This is an optimization exercise on Yosys and OpenROAD, whose aim is small area, not a production implementation. The RTL was checked by simulation tests, not by an equivalence proof against the original design. Power and IR drop assume default switching activity.

==> exp/maple <==
// AXI_Sram
module AXI_Sram #(
    parameter   DATA_WIDTH  = 64,
                ADDR_WIDTH  = 32,
                ID_WIDTH    = 1,
                USER_WIDTH  = 1,
                STRB_WIDTH  = (DATA_WIDTH/8)
)(
    input                       ACLK,
    input                       ARESETn,
    input      [ADDR_WIDTH-1:0] AWADDR,
    input      [7:0]            AWLEN,
    input      [2:0]            AWSIZE,
    input      [1:0]            AWBURST,
    input                       AWVALID,
    output reg                  AWREADY,
    input      [DATA_WIDTH-1:0] WDATA,
    input      [STRB_WIDTH-1:0] WSTRB,
    input                       WLAST,
    input                       WVALID,
    output reg                  WREADY,
    output     [1:0]            BRESP,
    output reg                  BVALID,
    input                       BREADY,
    input      [ADDR_WIDTH-1:0] ARADDR,
    input      [7:0]            ARLEN,
    input      [2:0]            ARSIZE,
    input      [1:0]            ARBURST,
    input                       ARVALID,
    output reg                  ARREADY,
    output     [DATA_WIDTH-1:0] RDATA,
    output     [1:0]            RRESP,
    output reg                  RLAST,
    output reg                  RVALID,
    input                       RREADY,
    input                       bist_en,
    input                       dft_en,
    output                      bist_done,
    output reg [7:0]            bist_fail
);
Settings: LEC_CHECK=0, CAP_MARGIN=20, CORE_MARGIN=2, CORE_UTILIZATION=60, GPL_TIMING_DRIVEN=0, PLACE_DENSITY=0.8, SLEW_MARGIN=20, SYNTH_HIERARCHICAL=1; clock period 14.0 ns.
standard.sh (not shown) runs the stock make flow with config.mk's settings and CLKGATE_MAP_FILE= SYNTH_SCRIPT=/design/flow/synth_recipe.tcl, a recipe that flattens the netlist after the stock synthesis.
==> flow/flow/run.sh <==
#!/bin/bash
# The standard ORFS flow (standard.sh): the synthesis unchanged, then the
# layout with:
#  - port buffers of the smallest buffer cell,
#  - a clock tree of larger sink clusters and no dummy loads,
#  - one tie cell per constant instead of one per constant output,
#  - the buffers ABC inserted removed at floorplan (REMOVE_ABC_BUFFERS),
#  - buffers of drive 8 and up kept out of the data-net repair.
# The whole ORFS/OpenROAD output goes to synth.log and flow.log in this
# folder; ORFS also keeps each step's log under orfs/logs/.
set -o pipefail
bash standard.sh synth > synth.log 2>&1 || exit 1
bash standard.sh \
  "DONT_USE_CELLS= sky130_fd_sc_hd__probe_p_8 sky130_fd_sc_hd__probec_p_8 sky130_fd_sc_hd__lpflow_bleeder_1 sky130_fd_sc_hd__lpflow_clkbufkapwr_1 sky130_fd_sc_hd__lpflow_clkbufkapwr_16 sky130_fd_sc_hd__lpflow_clkbufkapwr_2 sky130_fd_sc_hd__lpflow_clkbufkapwr_4 sky130_fd_sc_hd__lpflow_clkbufkapwr_8 sky130_fd_sc_hd__lpflow_clkinvkapwr_1 sky130_fd_sc_hd__lpflow_clkinvkapwr_16 sky130_fd_sc_hd__lpflow_clkinvkapwr_2 sky130_fd_sc_hd__lpflow_clkinvkapwr_4 sky130_fd_sc_hd__lpflow_clkinvkapwr_8 sky130_fd_sc_hd__lpflow_decapkapwr_12 sky130_fd_sc_hd__lpflow_decapkapwr_3 sky130_fd_sc_hd__lpflow_decapkapwr_4 sky130_fd_sc_hd__lpflow_decapkapwr_6 sky130_fd_sc_hd__lpflow_decapkapwr_8 sky130_fd_sc_hd__lpflow_inputiso0n_1 sky130_fd_sc_hd__lpflow_inputiso0p_1 sky130_fd_sc_hd__lpflow_inputiso1n_1 sky130_fd_sc_hd__lpflow_inputiso1p_1 sky130_fd_sc_hd__lpflow_inputisolatch_1 sky130_fd_sc_hd__lpflow_isobufsrc_1 sky130_fd_sc_hd__lpflow_isobufsrc_16 sky130_fd_sc_hd__lpflow_isobufsrc_2 sky130_fd_sc_hd__lpflow_isobufsrc_4 sky130_fd_sc_hd__lpflow_isobufsrc_8 sky130_fd_sc_hd__lpflow_isobufsrckapwr_16 sky130_fd_sc_hd__lpflow_lsbuf_lh_hl_isowell_tap_1 sky130_fd_sc_hd__lpflow_lsbuf_lh_hl_isowell_tap_2 sky130_fd_sc_hd__lpflow_lsbuf_lh_hl_isowell_tap_4 sky130_fd_sc_hd__lpflow_lsbuf_lh_isowell_4 sky130_fd_sc_hd__lpflow_lsbuf_lh_isowell_tap_1 sky130_fd_sc_hd__lpflow_lsbuf_lh_isowell_tap_2 sky130_fd_sc_hd__lpflow_lsbuf_lh_isowell_tap_4 # # Define fill cells export FILL_CELLS ?= sky130_fd_sc_hd__fill_1 sky130_fd_sc_hd__fill_2 sky130_fd_sc_hd__fill_4 sky130_fd_sc_hd__fill_8 sky130_fd_sc_hd__buf_8 sky130_fd_sc_hd__buf_12 sky130_fd_sc_hd__buf_16" \
  "BUFFER_PORTS_ARGS=-buffer_cell sky130_fd_sc_hd__buf_1" \
  "CTS_ARGS=-sink_clustering_enable -repair_clock_nets -dont_use_dummy_load -sink_clustering_size 27 -sink_clustering_max_diameter 80 -buf_list sky130_fd_sc_hd__clkbuf_16" \
  SKIP_REPAIR_TIE_FANOUT=1 REMOVE_ABC_BUFFERS=1 \
  finish > flow.log 2>&1
==> exp/cedar (differences from exp/maple) <==
==> flow/flow/run.sh (replaced) <==
#!/bin/bash
# The standard ORFS flow (standard.sh, unchanged synthesis) with:
#  - port buffers of the smallest buffer cell,
#  - a clock tree of larger sink clusters and no dummy loads,
#  - one tie cell per constant instead of one per constant output,
#  - the buffers ABC inserted removed at floorplan (REMOVE_ABC_BUFFERS).
# The whole ORFS/OpenROAD output goes to flow.log in this folder; ORFS also
# keeps each step's log under orfs/logs/.
set -o pipefail
bash standard.sh \
  "BUFFER_PORTS_ARGS=-buffer_cell sky130_fd_sc_hd__buf_1" \
  "CTS_ARGS=-sink_clustering_enable -repair_clock_nets -dont_use_dummy_load -sink_clustering_size 27 -sink_clustering_max_diameter 80 -buf_list sky130_fd_sc_hd__clkbuf_16" \
  SKIP_REPAIR_TIE_FANOUT=1 REMOVE_ABC_BUFFERS=1 \
  finish > flow.log 2>&1
==> notes <==
- In non-clock buffer count, exp/cedar and exp/maple do not differ.
- Register-to-register slack: exp/maple is better than exp/cedar (50 ps).
- In sequential cell count, exp/cedar and exp/maple do not differ.
- Clock power is about the same in exp/maple and exp/cedar.
- Clock skew: exp/maple is higher than exp/cedar (13 ps).
- Of exp/cedar and exp/maple, exp/cedar has the higher core utilization (gap 0.26 points).
- Sequential power is about the same in exp/maple and exp/cedar.
- In exp/cedar the via count is lower than in exp/maple, by about 0.47%.
- In critical path depth, exp/cedar and exp/maple do not differ.

==> afterwards: timing with drivers on the ports <==
How much do the figures lean on ideal ports? The routed layouts below were timed once more, with nothing changed but the port constraints. Step 1: set_driving_cell puts a clkbuf_16 on ACLK and a buf_2 on each other input, an assumption about the parent block. Step 2 times the ports against the registers' clock, not the clock port: input delays grow and output delays shrink by t, the midpoint of the rising clock arrivals with the driver on. a / b / c = ideal / step 1 / step 2; a / b = the first two.
run | t (ns) | slack for setup (ns) | worst hold slack (ns) | clock arrival spread, ns | worst register clock-pin slew, ns
exp/maple | 0.701 | 3.486 / 3.486 / 3.486 | 0.440 / 0.440 / 0.440 | 0.085 / 0.085 | 0.10 / 0.10
exp/cedar | 0.696 | 3.433 / 3.433 / 3.433 | 0.443 / 0.443 / 0.443 | 0.072 / 0.073 | 0.11 / 0.11
After both steps every run listed still meets setup and hold.
